What follows belongs to an exercise in optimizing a design on an open flow for small area; a production flow would make more cautious choices. Function not checked in this run: the RTL went through the layout flow alone. Power and IR drop assume default switching activity.

File: design.v
`timescale 1ns / 1ps
module conv2D_int16(
    input wire  M_AXIS_ACLK,
    input wire  M_AXIS_ARESETN,
    input wire  S_AXIS_ACLK,
    input wire  S_AXIS_ARESETN,
    output wire  M_AXIS_TVALID,
    output wire [15:0] M_AXIS_TDATA,
    output wire [1:0] M_AXIS_TKEEP,
    output wire  M_AXIS_TLAST,
    input wire  M_AXIS_TREADY,
    output wire  S_AXIS_TREADY,
    input wire [15:0] S_AXIS_TDATA,
    input wire [1:0] S_AXIS_TKEEP,
    input wire  S_AXIS_TLAST,
    input wire  S_AXIS_TVALID
    );
    localparam IDLE = 3'd0, FILTER = 3'd1, FILL = 3'd2, STREAM = 3'd3, DRAIN = 3'd4;
    reg [2:0] state;
    reg [1:0] row;       
    reg [1:0] col;       
    wire RX = M_AXIS_TREADY && S_AXIS_TVALID;
    wire s_idle   = state == IDLE;
    wire s_filter = state == FILTER;
    wire s_fill   = state == FILL;
    wire s_stream = state == STREAM;
    wire s_drain  = state == DRAIN;
    wire ph0 = row == 2'd0;
    wire ph1 = row == 2'd1;
    wire ph2 = row == 2'd2;
    wire take = (s_fill || s_stream) && RX;          
    wire pad  = s_drain && !ph2;                     
    wire adv  = take || pad;                         
    assign S_AXIS_TREADY = M_AXIS_TREADY;
    assign M_AXIS_TKEEP  = 2'b11;
    assign M_AXIS_TLAST  = s_drain;
    assign M_AXIS_TVALID = ph2 && (s_drain || (s_stream && S_AXIS_TVALID));
    reg [15:0] f [0:8];
    integer i;
    always @(posedge S_AXIS_ACLK) begin
        if ((s_idle || s_filter) && RX) begin
            f[0] <= S_AXIS_TDATA;
            for (i = 1; i < 9; i = i + 1) f[i] <= f[i-1];
        end
    end
    wire [15:0] cA = ({16{ph0}} & f[2]) | ({16{ph1}} & f[5]) | ({16{ph2}} & f[8]);  
    wire [15:0] cB = ({16{ph0}} & f[1]) | ({16{ph1}} & f[4]) | ({16{ph2}} & f[7]);  
    wire [15:0] cC = ({16{ph0}} & f[0]) | ({16{ph1}} & f[3]) | ({16{ph2}} & f[6]);  
    wire [15:0] x = S_AXIS_TDATA & {16{take}};
    wire [16:0] xe = {x, 1'b0};
    wire [7:0] one, two, neg;
    genvar k;
    generate for (k = 0; k < 8; k = k + 1) begin : enc
        assign one[k] = xe[2*k] ^ xe[2*k+1];
        assign two[k] = (xe[2*k+2] & ~xe[2*k+1] & ~xe[2*k]) | (~xe[2*k+2] & xe[2*k+1] & xe[2*k]);
        assign neg[k] = xe[2*k+2] & ~(xe[2*k+1] & xe[2*k]);
    end endgenerate
    reg [15:0] O, P0, P1, P2;
    wire [15:0] sA, sB, sC;
    mac16 mA (.one(one), .two(two), .neg(neg), .c(cA), .acc(P0), .y(sA));
    mac16 mB (.one(one), .two(two), .neg(neg), .c(cB), .acc(P1), .y(sB));
    mac16 mC (.one(one), .two(two), .neg(neg), .c(cC), .acc(P2), .y(sC));
    wire shift = adv && ph0;
    always @(posedge S_AXIS_ACLK) begin
        if (shift) O <= sA;
        P0 <= shift ? sB : sA;
        P1 <= shift ? sC : sB;
        P2 <= shift ? 16'd0 : sC;
    end
    assign M_AXIS_TDATA = O;
    always @(posedge S_AXIS_ACLK) begin
        if (!S_AXIS_ARESETN) begin
            state <= IDLE;
            row   <= 2'd0;
            col   <= 2'd0;
        end else begin
            if (adv) row <= ph2 ? 2'd0 : row + 2'd1;
            case (state)
                IDLE: begin
                    if (RX) state <= FILTER;
                    else begin
                        row <= 2'd0;
                        col <= 2'd0;
                    end
                end
                FILTER: if (RX && S_AXIS_TLAST) state <= FILL;
                FILL: if (RX) begin
                    if (ph2) col <= col + 2'd1;
                    if (ph0 && col == 2'd3) state <= STREAM;
                end
                STREAM: if (RX && S_AXIS_TLAST) state <= DRAIN;
                DRAIN: if (ph2 && M_AXIS_TREADY) state <= IDLE;
                default: state <= IDLE;
            endcase
        end
    end
endmodule
module mac16(input wire [7:0] one, input wire [7:0] two, input wire [7:0] neg, input wire [15:0] c, input wire [15:0] acc, output wire [15:0] y);
wire p1;
wire p2;
wire p3;
wire p4;
wire p5;
wire p6;
wire p7;
wire p8;
wire p9;
wire p10;
wire p11;
wire p12;
wire p13;
wire p14;
wire p15;
wire p16;
wire p17;
wire p18;
wire p19;
wire p20;
wire p21;
wire p22;
wire p23;
wire p24;
wire p25;
wire p26;
wire p27;
wire p28;
wire p29;
wire p30;
wire p31;
wire p32;
wire p33;
wire p34;
wire p35;
wire p36;
wire p37;
wire p38;
wire p39;
wire p40;
wire p41;
wire p42;
wire p43;
wire p44;
wire p45;
wire p46;
wire p47;
wire p48;
wire p49;
wire p50;
wire p51;
wire p52;
wire p53;
wire p54;
wire p55;
wire p56;
wire p57;
wire p58;
wire p59;
wire p60;
wire p61;
wire p62;
wire p63;
wire p64;
wire p65;
wire p66;
wire p67;
wire p68;
wire p69;
wire p70;
wire p71;
wire p72;
wire s73;
wire k74;
wire s75;
wire k76;
wire s77;
wire k78;
wire s79;
wire k80;
wire s81;
wire k82;
wire s83;
wire k84;
wire s85;
wire k86;
wire s87;
wire k88;
wire s89;
wire k90;
wire s91;
wire k92;
wire s93;
wire k94;
wire s95;
wire k96;
wire s97;
wire k98;
wire s99;
wire k100;
wire s101;
wire k102;
wire s103;
wire k104;
wire s105;
wire k106;
wire s107;
wire k108;
wire s109;
wire k110;
wire s111;
wire k112;
wire s113;
wire k114;
wire s115;
wire k116;
wire s117;
wire k118;
wire s119;
wire k120;
wire s121;
wire k122;
wire s123;
wire k124;
wire s125;
wire k126;
wire s127;
wire k128;
wire s129;
wire k130;
wire s131;
wire k132;
wire s133;
wire k134;
wire s135;
wire k136;
wire s137;
wire k138;
wire s139;
wire k140;
wire s141;
wire k142;
wire s143;
wire k144;
wire s145;
wire k146;
wire s147;
wire k148;
wire s149;
wire k150;
wire s151;
wire k152;
wire s153;
wire k154;
wire s155;
wire k156;
wire s157;
wire k158;
wire s159;
wire k160;
wire s161;
wire k162;
wire s163;
wire k164;
wire s165;
wire k166;
wire s167;
wire k168;
wire s169;
wire k170;
wire s171;
wire k172;
wire s173;
wire k174;
wire s175;
wire k176;
wire s177;
wire k178;
wire s179;
wire k180;
wire s181;
wire k182;
wire s183;
wire k184;
wire s185;
wire k186;
wire s187;
wire k188;
wire s189;
wire k190;
wire s191;
wire k192;
wire s193;
wire k194;
wire s195;
wire k196;
wire s197;
wire k198;
wire s199;
wire k200;
wire s201;
wire s202;
wire s203;
wire s204;
wire s205;
wire s206;
wire s207;
wire s208;
assign p1 = (c[0] & one[0]) ^ neg[0];
assign p2 = ((c[1] & one[0]) | (c[0] & two[0])) ^ neg[0];
assign p3 = ((c[2] & one[0]) | (c[1] & two[0])) ^ neg[0];
assign p4 = ((c[3] & one[0]) | (c[2] & two[0])) ^ neg[0];
assign p5 = ((c[4] & one[0]) | (c[3] & two[0])) ^ neg[0];
assign p6 = ((c[5] & one[0]) | (c[4] & two[0])) ^ neg[0];
assign p7 = ((c[6] & one[0]) | (c[5] & two[0])) ^ neg[0];
assign p8 = ((c[7] & one[0]) | (c[6] & two[0])) ^ neg[0];
assign p9 = ((c[8] & one[0]) | (c[7] & two[0])) ^ neg[0];
assign p10 = ((c[9] & one[0]) | (c[8] & two[0])) ^ neg[0];
assign p11 = ((c[10] & one[0]) | (c[9] & two[0])) ^ neg[0];
assign p12 = ((c[11] & one[0]) | (c[10] & two[0])) ^ neg[0];
assign p13 = ((c[12] & one[0]) | (c[11] & two[0])) ^ neg[0];
assign p14 = ((c[13] & one[0]) | (c[12] & two[0])) ^ neg[0];
assign p15 = ((c[14] & one[0]) | (c[13] & two[0])) ^ neg[0];
assign p16 = ((c[15] & one[0]) | (c[14] & two[0])) ^ neg[0];
assign p17 = (c[0] & one[1]) ^ neg[1];
assign p18 = ((c[1] & one[1]) | (c[0] & two[1])) ^ neg[1];
assign p19 = ((c[2] & one[1]) | (c[1] & two[1])) ^ neg[1];
assign p20 = ((c[3] & one[1]) | (c[2] & two[1])) ^ neg[1];
assign p21 = ((c[4] & one[1]) | (c[3] & two[1])) ^ neg[1];
assign p22 = ((c[5] & one[1]) | (c[4] & two[1])) ^ neg[1];
assign p23 = ((c[6] & one[1]) | (c[5] & two[1])) ^ neg[1];
assign p24 = ((c[7] & one[1]) | (c[6] & two[1])) ^ neg[1];
assign p25 = ((c[8] & one[1]) | (c[7] & two[1])) ^ neg[1];
assign p26 = ((c[9] & one[1]) | (c[8] & two[1])) ^ neg[1];
assign p27 = ((c[10] & one[1]) | (c[9] & two[1])) ^ neg[1];
assign p28 = ((c[11] & one[1]) | (c[10] & two[1])) ^ neg[1];
assign p29 = ((c[12] & one[1]) | (c[11] & two[1])) ^ neg[1];
assign p30 = ((c[13] & one[1]) | (c[12] & two[1])) ^ neg[1];
assign p31 = (c[0] & one[2]) ^ neg[2];
assign p32 = ((c[1] & one[2]) | (c[0] & two[2])) ^ neg[2];
assign p33 = ((c[2] & one[2]) | (c[1] & two[2])) ^ neg[2];
assign p34 = ((c[3] & one[2]) | (c[2] & two[2])) ^ neg[2];
assign p35 = ((c[4] & one[2]) | (c[3] & two[2])) ^ neg[2];
assign p36 = ((c[5] & one[2]) | (c[4] & two[2])) ^ neg[2];
assign p37 = ((c[6] & one[2]) | (c[5] & two[2])) ^ neg[2];
assign p38 = ((c[7] & one[2]) | (c[6] & two[2])) ^ neg[2];
assign p39 = ((c[8] & one[2]) | (c[7] & two[2])) ^ neg[2];
assign p40 = ((c[9] & one[2]) | (c[8] & two[2])) ^ neg[2];
assign p41 = ((c[10] & one[2]) | (c[9] & two[2])) ^ neg[2];
assign p42 = ((c[11] & one[2]) | (c[10] & two[2])) ^ neg[2];
assign p43 = (c[0] & one[3]) ^ neg[3];
assign p44 = ((c[1] & one[3]) | (c[0] & two[3])) ^ neg[3];
assign p45 = ((c[2] & one[3]) | (c[1] & two[3])) ^ neg[3];
assign p46 = ((c[3] & one[3]) | (c[2] & two[3])) ^ neg[3];
assign p47 = ((c[4] & one[3]) | (c[3] & two[3])) ^ neg[3];
assign p48 = ((c[5] & one[3]) | (c[4] & two[3])) ^ neg[3];
assign p49 = ((c[6] & one[3]) | (c[5] & two[3])) ^ neg[3];
assign p50 = ((c[7] & one[3]) | (c[6] & two[3])) ^ neg[3];
assign p51 = ((c[8] & one[3]) | (c[7] & two[3])) ^ neg[3];
assign p52 = ((c[9] & one[3]) | (c[8] & two[3])) ^ neg[3];
assign p53 = (c[0] & one[4]) ^ neg[4];
assign p54 = ((c[1] & one[4]) | (c[0] & two[4])) ^ neg[4];
assign p55 = ((c[2] & one[4]) | (c[1] & two[4])) ^ neg[4];
assign p56 = ((c[3] & one[4]) | (c[2] & two[4])) ^ neg[4];
assign p57 = ((c[4] & one[4]) | (c[3] & two[4])) ^ neg[4];
assign p58 = ((c[5] & one[4]) | (c[4] & two[4])) ^ neg[4];
assign p59 = ((c[6] & one[4]) | (c[5] & two[4])) ^ neg[4];
assign p60 = ((c[7] & one[4]) | (c[6] & two[4])) ^ neg[4];
assign p61 = (c[0] & one[5]) ^ neg[5];
assign p62 = ((c[1] & one[5]) | (c[0] & two[5])) ^ neg[5];
assign p63 = ((c[2] & one[5]) | (c[1] & two[5])) ^ neg[5];
assign p64 = ((c[3] & one[5]) | (c[2] & two[5])) ^ neg[5];
assign p65 = ((c[4] & one[5]) | (c[3] & two[5])) ^ neg[5];
assign p66 = ((c[5] & one[5]) | (c[4] & two[5])) ^ neg[5];
assign p67 = (c[0] & one[6]) ^ neg[6];
assign p68 = ((c[1] & one[6]) | (c[0] & two[6])) ^ neg[6];
assign p69 = ((c[2] & one[6]) | (c[1] & two[6])) ^ neg[6];
assign p70 = ((c[3] & one[6]) | (c[2] & two[6])) ^ neg[6];
assign p71 = (c[0] & one[7]) ^ neg[7];
assign p72 = ((c[1] & one[7]) | (c[0] & two[7])) ^ neg[7];
assign s73 = acc[0] ^ neg[0] ^ p1;
assign k74 = (acc[0] & neg[0]) | (acc[0] & p1) | (neg[0] & p1);
assign s75 = acc[1] ^ p2 ^ k74;
assign k76 = (acc[1] & p2) | (acc[1] & k74) | (p2 & k74);
assign s77 = acc[2] ^ neg[1] ^ p3;
assign k78 = (acc[2] & neg[1]) | (acc[2] & p3) | (neg[1] & p3);
assign s79 = p17 ^ s77 ^ k76;
assign k80 = (p17 & s77) | (p17 & k76) | (s77 & k76);
assign s81 = acc[3] ^ p4 ^ p18;
assign k82 = (acc[3] & p4) | (acc[3] & p18) | (p4 & p18);
assign s83 = k78 ^ s81 ^ k80;
assign k84 = (k78 & s81) | (k78 & k80) | (s81 & k80);
assign s85 = acc[4] ^ neg[2] ^ p5;
assign k86 = (acc[4] & neg[2]) | (acc[4] & p5) | (neg[2] & p5);
assign s87 = p19 ^ p31 ^ k82;
assign k88 = (p19 & p31) | (p19 & k82) | (p31 & k82);
assign s89 = s85 ^ s87 ^ k84;
assign k90 = (s85 & s87) | (s85 & k84) | (s87 & k84);
assign s91 = acc[5] ^ p6 ^ p20;
assign k92 = (acc[5] & p6) | (acc[5] & p20) | (p6 & p20);
assign s93 = p32 ^ k86 ^ s91;
assign k94 = (p32 & k86) | (p32 & s91) | (k86 & s91);
assign s95 = k88 ^ s93 ^ k90;
assign k96 = (k88 & s93) | (k88 & k90) | (s93 & k90);
assign s97 = acc[6] ^ neg[3] ^ p7;
assign k98 = (acc[6] & neg[3]) | (acc[6] & p7) | (neg[3] & p7);
assign s99 = p21 ^ p33 ^ p43;
assign k100 = (p21 & p33) | (p21 & p43) | (p33 & p43);
assign s101 = k92 ^ s97 ^ s99;
assign k102 = (k92 & s97) | (k92 & s99) | (s97 & s99);
assign s103 = k94 ^ s101 ^ k96;
assign k104 = (k94 & s101) | (k94 & k96) | (s101 & k96);
assign s105 = acc[7] ^ p8 ^ p22;
assign k106 = (acc[7] & p8) | (acc[7] & p22) | (p8 & p22);
assign s107 = p34 ^ p44 ^ k98;
assign k108 = (p34 & p44) | (p34 & k98) | (p44 & k98);
assign s109 = k100 ^ s105 ^ k102;
assign k110 = (k100 & s105) | (k100 & k102) | (s105 & k102);
assign s111 = s107 ^ s109 ^ k104;
assign k112 = (s107 & s109) | (s107 & k104) | (s109 & k104);
assign s113 = acc[8] ^ neg[4] ^ p9;
assign k114 = (acc[8] & neg[4]) | (acc[8] & p9) | (neg[4] & p9);
assign s115 = p23 ^ p35 ^ p45;
assign k116 = (p23 & p35) | (p23 & p45) | (p35 & p45);
assign s117 = p53 ^ k106 ^ s113;
assign k118 = (p53 & k106) | (p53 & s113) | (k106 & s113);
assign s119 = s115 ^ k108 ^ s117;
assign k120 = (s115 & k108) | (s115 & s117) | (k108 & s117);
assign s121 = k110 ^ s119 ^ k112;
assign k122 = (k110 & s119) | (k110 & k112) | (s119 & k112);
assign s123 = acc[9] ^ p10 ^ p24;
assign k124 = (acc[9] & p10) | (acc[9] & p24) | (p10 & p24);
assign s125 = p36 ^ p46 ^ p54;
assign k126 = (p36 & p46) | (p36 & p54) | (p46 & p54);
assign s127 = k114 ^ k116 ^ s123;
assign k128 = (k114 & k116) | (k114 & s123) | (k116 & s123);
assign s129 = s125 ^ k118 ^ s127;
assign k130 = (s125 & k118) | (s125 & s127) | (k118 & s127);
assign s131 = k120 ^ s129 ^ k122;
assign k132 = (k120 & s129) | (k120 & k122) | (s129 & k122);
assign s133 = acc[10] ^ neg[5] ^ p11;
assign k134 = (acc[10] & neg[5]) | (acc[10] & p11) | (neg[5] & p11);
assign s135 = p25 ^ p37 ^ p47;
assign k136 = (p25 & p37) | (p25 & p47) | (p37 & p47);
assign s137 = p55 ^ p61 ^ k124;
assign k138 = (p55 & p61) | (p55 & k124) | (p61 & k124);
assign s139 = k126 ^ s133 ^ s135;
assign k140 = (k126 & s133) | (k126 & s135) | (s133 & s135);
assign s141 = k128 ^ s137 ^ s139;
assign k142 = (k128 & s137) | (k128 & s139) | (s137 & s139);
assign s143 = k130 ^ s141 ^ k132;
assign k144 = (k130 & s141) | (k130 & k132) | (s141 & k132);
assign s145 = acc[11] ^ p12 ^ p26;
assign k146 = (acc[11] & p12) | (acc[11] & p26) | (p12 & p26);
assign s147 = p38 ^ p48 ^ p56;
assign k148 = (p38 & p48) | (p38 & p56) | (p48 & p56);
assign s149 = p62 ^ k134 ^ k136;
assign k150 = (p62 & k134) | (p62 & k136) | (k134 & k136);
assign s151 = s145 ^ s147 ^ k138;
assign k152 = (s145 & s147) | (s145 & k138) | (s147 & k138);
assign s153 = k140 ^ s149 ^ s151;
assign k154 = (k140 & s149) | (k140 & s151) | (s149 & s151);
assign s155 = k142 ^ s153 ^ k144;
assign k156 = (k142 & s153) | (k142 & k144) | (s153 & k144);
assign s157 = acc[12] ^ neg[6] ^ p13;
assign k158 = (acc[12] & neg[6]) | (acc[12] & p13) | (neg[6] & p13);
assign s159 = p27 ^ p39 ^ p49;
assign k160 = (p27 & p39) | (p27 & p49) | (p39 & p49);
assign s161 = p57 ^ p63 ^ p67;
assign k162 = (p57 & p63) | (p57 & p67) | (p63 & p67);
assign s163 = k146 ^ k148 ^ s157;
assign k164 = (k146 & k148) | (k146 & s157) | (k148 & s157);
assign s165 = s159 ^ s161 ^ k150;
assign k166 = (s159 & s161) | (s159 & k150) | (s161 & k150);
assign s167 = s163 ^ k152 ^ s165;
assign k168 = (s163 & k152) | (s163 & s165) | (k152 & s165);
assign s169 = k154 ^ s167 ^ k156;
assign k170 = (k154 & s167) | (k154 & k156) | (s167 & k156);
assign s171 = acc[13] ^ p14 ^ p28;
assign k172 = (acc[13] & p14) | (acc[13] & p28) | (p14 & p28);
assign s173 = p40 ^ p50 ^ p58;
assign k174 = (p40 & p50) | (p40 & p58) | (p50 & p58);
assign s175 = p64 ^ p68 ^ k158;
assign k176 = (p64 & p68) | (p64 & k158) | (p68 & k158);
assign s177 = k160 ^ k162 ^ s171;
assign k178 = (k160 & k162) | (k160 & s171) | (k162 & s171);
assign s179 = s173 ^ k164 ^ s175;
assign k180 = (s173 & k164) | (s173 & s175) | (k164 & s175);
assign s181 = s177 ^ k166 ^ s179;
assign k182 = (s177 & k166) | (s177 & s179) | (k166 & s179);
assign s183 = k168 ^ s181 ^ k170;
assign k184 = (k168 & s181) | (k168 & k170) | (s181 & k170);
assign s185 = acc[14] ^ neg[7] ^ p15;
assign k186 = (acc[14] & neg[7]) | (acc[14] & p15) | (neg[7] & p15);
assign s187 = p29 ^ p41 ^ p51;
assign k188 = (p29 & p41) | (p29 & p51) | (p41 & p51);
assign s189 = p59 ^ p65 ^ p69;
assign k190 = (p59 & p65) | (p59 & p69) | (p65 & p69);
assign s191 = p71 ^ k172 ^ k174;
assign k192 = (p71 & k172) | (p71 & k174) | (k172 & k174);
assign s193 = s185 ^ s187 ^ s189;
assign k194 = (s185 & s187) | (s185 & s189) | (s187 & s189);
assign s195 = k176 ^ k178 ^ s191;
assign k196 = (k176 & k178) | (k176 & s191) | (k178 & s191);
assign s197 = s193 ^ k180 ^ s195;
assign k198 = (s193 & k180) | (s193 & s195) | (k180 & s195);
assign s199 = k182 ^ s197 ^ k184;
assign k200 = (k182 & s197) | (k182 & k184) | (s197 & k184);
assign s201 = acc[15] ^ p16 ^ p30;
assign s202 = p42 ^ p52 ^ p60;
assign s203 = p66 ^ p70 ^ p72;
assign s204 = k186 ^ k188 ^ k190;
assign s205 = s201 ^ s202 ^ s203;
assign s206 = k192 ^ k194 ^ s204;
assign s207 = s205 ^ k196 ^ s206;
assign s208 = k198 ^ s207 ^ k200;
assign y = {s208, s199, s183, s169, s155, s143, s131, s121, s111, s103, s95, s89, s83, s79, s75, s73};
endmodule
File: run.sh
#!/bin/bash
# synth_recipe.tcl (not shown) runs the flow's synth.tcl, then flattens the netlist and writes it again
# the make line also repeats each setting of config.mk as NAME=value (left out here)
make -C /OpenROAD-flow-scripts/flow DESIGN_CONFIG=/design/flow/config.mk WORK_HOME=/design/flow/orfs CLKGATE_MAP_FILE= SYNTH_SCRIPT=/design/flow/synth_recipe.tcl finish
File: config.mk
export PLATFORM = sky130hd
export DESIGN_NAME = conv2D_int16
export DESIGN_NICKNAME = conv2D_int16
export VERILOG_FILES = /design/flow/design.v
export SDC_FILE = /design/flow/constraint.sdc
export NUM_CORES = 4
export LEC_CHECK = 0
export CAP_MARGIN = 20
export CORE_MARGIN = 2
export CORE_UTILIZATION = 45
export PLACE_DENSITY = 0.6
export SLEW_MARGIN = 20
File: constraint.sdc
create_clock -name core_clock -period 16.0 [get_ports {S_AXIS_ACLK}]
set_input_delay 3.2000 -clock core_clock [delete_from_list [all_inputs] [get_ports {S_AXIS_ACLK}]]
set_output_delay 3.2000 -clock core_clock [all_outputs]
set_load 0.01 [all_outputs]
==> impl_metrics.toml <==
[outcome]
status = "complete, no violations"

[clock_network]
ctsResizeCount = 0
root_buffer = "clkbuf_16"
hold_buffers = 0
cts_buffers = 26
post_cts_buffers = 0
cts_max_level = 1
clock_latency_ns = 0.56
cts.sinks = 215
cts_tree = "yes"
clock_path_buffers = 3
path_clk_slew_ns = 0.07

[setup_path]
regToRegStartpoint = "row[0]$_SDFF_PN0_"
crit_path_end_kind = "flop"
rrSetupSlack_ns = 5.86
cp.arrival_ns = 12.82
cp_max_fo = 40
ff2ff_path_depth = 30
required_ns = 16.41
crit_type = "in2reg"
start_kind = "input pin"
reg2reg_to = "P0[15]$_DFF_P_"

[timing]
final_max_slew_viol_count = 0
rsz0062_at_grt = "no"
worstMarginPinSlew_ns = 1.14
finalSetupViolations = 0
tns_ns = 0
final.min_clock_period_ns = 12.41
period_share = 0.776
hold_viol = 0
skew_ns = 0.0191
slew_headroom = 0.241
fmax_ghz = 0.0806

[die]
io_pins = 46
dieArea_sq_um = 39200
start_util = 0.453
die-height_microns = 198
rows = 71
die_w_microns = 198
core_area_sq_um = 37400

[cells_and_area]
design_area_sq_um = 18700
diodes = 0
fin_nets = 1761
final_common_cell = "fa_1"
syn_to_final_growth_pct = 10.4
layout_common_cells = "fa_1, inv_1, edfxtp_1"
drive_gt1_frac = 0.0758

[place]
dpl_cell_area_sq_um = 17900
routabilityCongestion = 0.873
io_buffers = 39
hpwl_microns = 28200

[global_route]
first_global_vias = 12200
grt_max_degree = 83
grt-ovfl-total = 0
antenna_found_initial = 0
grt_pass1_wl_microns = 70000
grt_use_total = 0.234

[logic_synthesis]
syn_avg_cell_area_sq_um = 11.0
synth_top_area_cell = "edfxtp_1"
dominantRegCellSynth = "edfxtp_1"
syn-cell-area_sq_um = 16900
synthAdderAreaFrac = 0.229
synthSimpleGateAreaFrac = 0.0772
synthMuxAreaShare = 0.0345
synth-edff-count = 160
synth-xor-area-share = 0.133
yosys.area.top_type_share = 0.284
synth_top_family_by_area = "adder cells"
netlist_instances = 1538
synth_area_leaders = "edfxtp_1, fa_1, xnor2_1, a22oi_1, dfxtp_1"
yosysWarnings = 2
ys_ff_latch = 215
async_reset_ff_frac = 0
ys_types = 46
ys_seq_area_frac = 0.349
synth-compound-area-share = 0.111

[power_and_ir_drop]
vdd_drop_max_v = 0.0000782
pwr_density_cell_nw_per_um2 = 91.1
leakage_nw = 7.04

[drt]
top_layer = "met4"
first_iter_violations = 896
antenna_left = 0
wl_met1_microns = 18100
wire_per_inst_microns = 20.9
totalWireLength_microns = 43200
vias_per_cell = 5.51
via_count = 11400
dr.pass1.iters = 5
drcViolationCount = 0
dr_wl_met3_microns = 2360
wl_met2_microns = 21300

[hold_path]
hold_depth = 0
min_from = "f[0][9]$_DFFE_PP_"
whs_endpoint = "f[1][9]$_DFFE_PP_"
hold_path_class = "reg2reg"

[job]
drv_cap = 0
[cells by family (layout without fill, tap and decap cells)]
kind of cell               count (synthesis)  after routing
buffers and inverters                    284            301
and+or+nand+nor                          281            281
AOI/OAI and AO/OA                        263            263
xor gates and xnor gates                 239            239
DFF                                      215            215
adders and majority gates                197            197
muxes                                     58             58
other                                      1              2
[flip-flops by register name (all words and copies together), names as in the netlist]
name   flops
O         16
P0        16
P1        16
P2        16
col        2
f        144
row        2
state      3
[routing by layer]
layer  up-vias  track usage
li1       5114            -
met1      5841        0.307
met2       368        0.402
met3        73       0.0281
met4         0       0.0791
met5         -            0
[how the worst max path moves through the flow]
stage | start | depth (start not counted) | end | slack (ns)
final | M_AXIS_TREADY | 27 | P1[15]$_DFF_P_ | 3.59
after global routing | M_AXIS_TREADY | 27 | P1[15]$_DFF_P_ | 3.16
after CTS | M_AXIS_TREADY | 27 | P1[15]$_DFF_P_ | 3.57
after detailed placement | M_AXIS_TREADY | 27 | P1[15]$_DFF_P_ | 2.96
after global placement | M_AXIS_TREADY | 27 | P1[15]$_DFF_P_ | 3.08
after floorplan | M_AXIS_TREADY | 2 | f[0][0]$_DFFE_PP_ | 2.20
[stage by stage]
stage	hold WS [ns]	utilization	setup slack (ns)	total power, mW	cells
finish	0.439	0.500	3.59	1.70	2067
global route	0.452	0.500	3.16	1.81	2067
CTS	0.440	0.499	3.57	1.72	2067
detailed placement	0.433	0.478	2.96	1.15	2022
global placement	0.428	0.478	3.08	1.14	2022
floorplan	0.426	-	2.20	1.03	1539
[Yosys cell counts (7+ instances only)]
cell type,instances
xor2_1,100
buf_1,18
xnor2_1,128
and2_1,28
a21oi_1,40
or3b_2,7
ha_1,8
mux2i_1,55
a22oi_1,147
xnor3_1,10
fa_1,189
o2bb2ai_1,39
buf_4,12
nor2_1,54
o21ai_0,28
nand2_1,155
dfxtp_1,55
nand3b_1,11
inv_1,168
edfxtp_1,160
clkbuf_1,77
[power by group]
group	internal (mW)	switching [mW]	total, mW
logic	0.170	0.244	0.415
registers	0.685	0.0336	0.718
clock network	0.323	0.247	0.569
[worst max-delay path: stages]
cell             delay [ns]
clkdlybuf4s50_1        0.62
and4b_2                0.49
buf_4                  0.53
and2_1                 0.21
ha_1                   0.13
nand3b_1               0.09
buf_4                  0.60
xnor2_1                0.21
fa_1                   0.53
inv_1                  0.05
fa_1                   0.41
fa_1                   0.46
fa_1                   0.47
fa_1                   0.47
fa_1                   0.46
fa_1                   0.46
fa_1                   0.46
fa_1                   0.47
fa_1                   0.46
fa_1                   0.48
fa_1                   0.44
xnor2_1                0.17
xnor2_1                0.16
xnor2_1                0.15
xnor3_1                0.24
xnor3_1                0.27
mux2i_1                0.10
[cell type report]
cell class                 count  area, sq um
fill                        3403        18700
multi-input combinational   1040         9970
sequential                   215         5910
timing repair buffer          86          733
clock buffer                  30          687
tap                          511          639
inverter                     170          638
clock inverter                15          111

==> port drivers added, routing unchanged <==
No port has a modelled driver above. Below, the same layout with a new extraction and two added sets of constraints. Step 1 (the two cells are an assumption about what drives the block):
set clk [get_ports {S_AXIS_ACLK}]
set_driving_cell -lib_cell sky130_fd_sc_hd__clkbuf_16 $clk
set_driving_cell -lib_cell sky130_fd_sc_hd__buf_2 [delete_from_list [all_inputs] $clk]
Step 2, shift: input delay + t, output delay - t, t = (earliest + latest rising clock arrival at the registers) / 2. This alone moves slack from input paths to output paths. Slacks: ideal ports / drivers / drivers and shift; pairs: ideal ports / drivers.
shift t [ns]: 0.603
slack for setup (ns): 3.590 / 3.621 / 3.018
clock arrival spread, ns: 0.019 / 0.019
worst register clock-pin slew, ns: 0.07 / 0.07
worst data-port slew with drivers (ns): 0.04
After both steps setup and hold are still met in this run. The setup slack of this run moves by +0.031 ns with the drivers and by -0.572 ns with both steps.
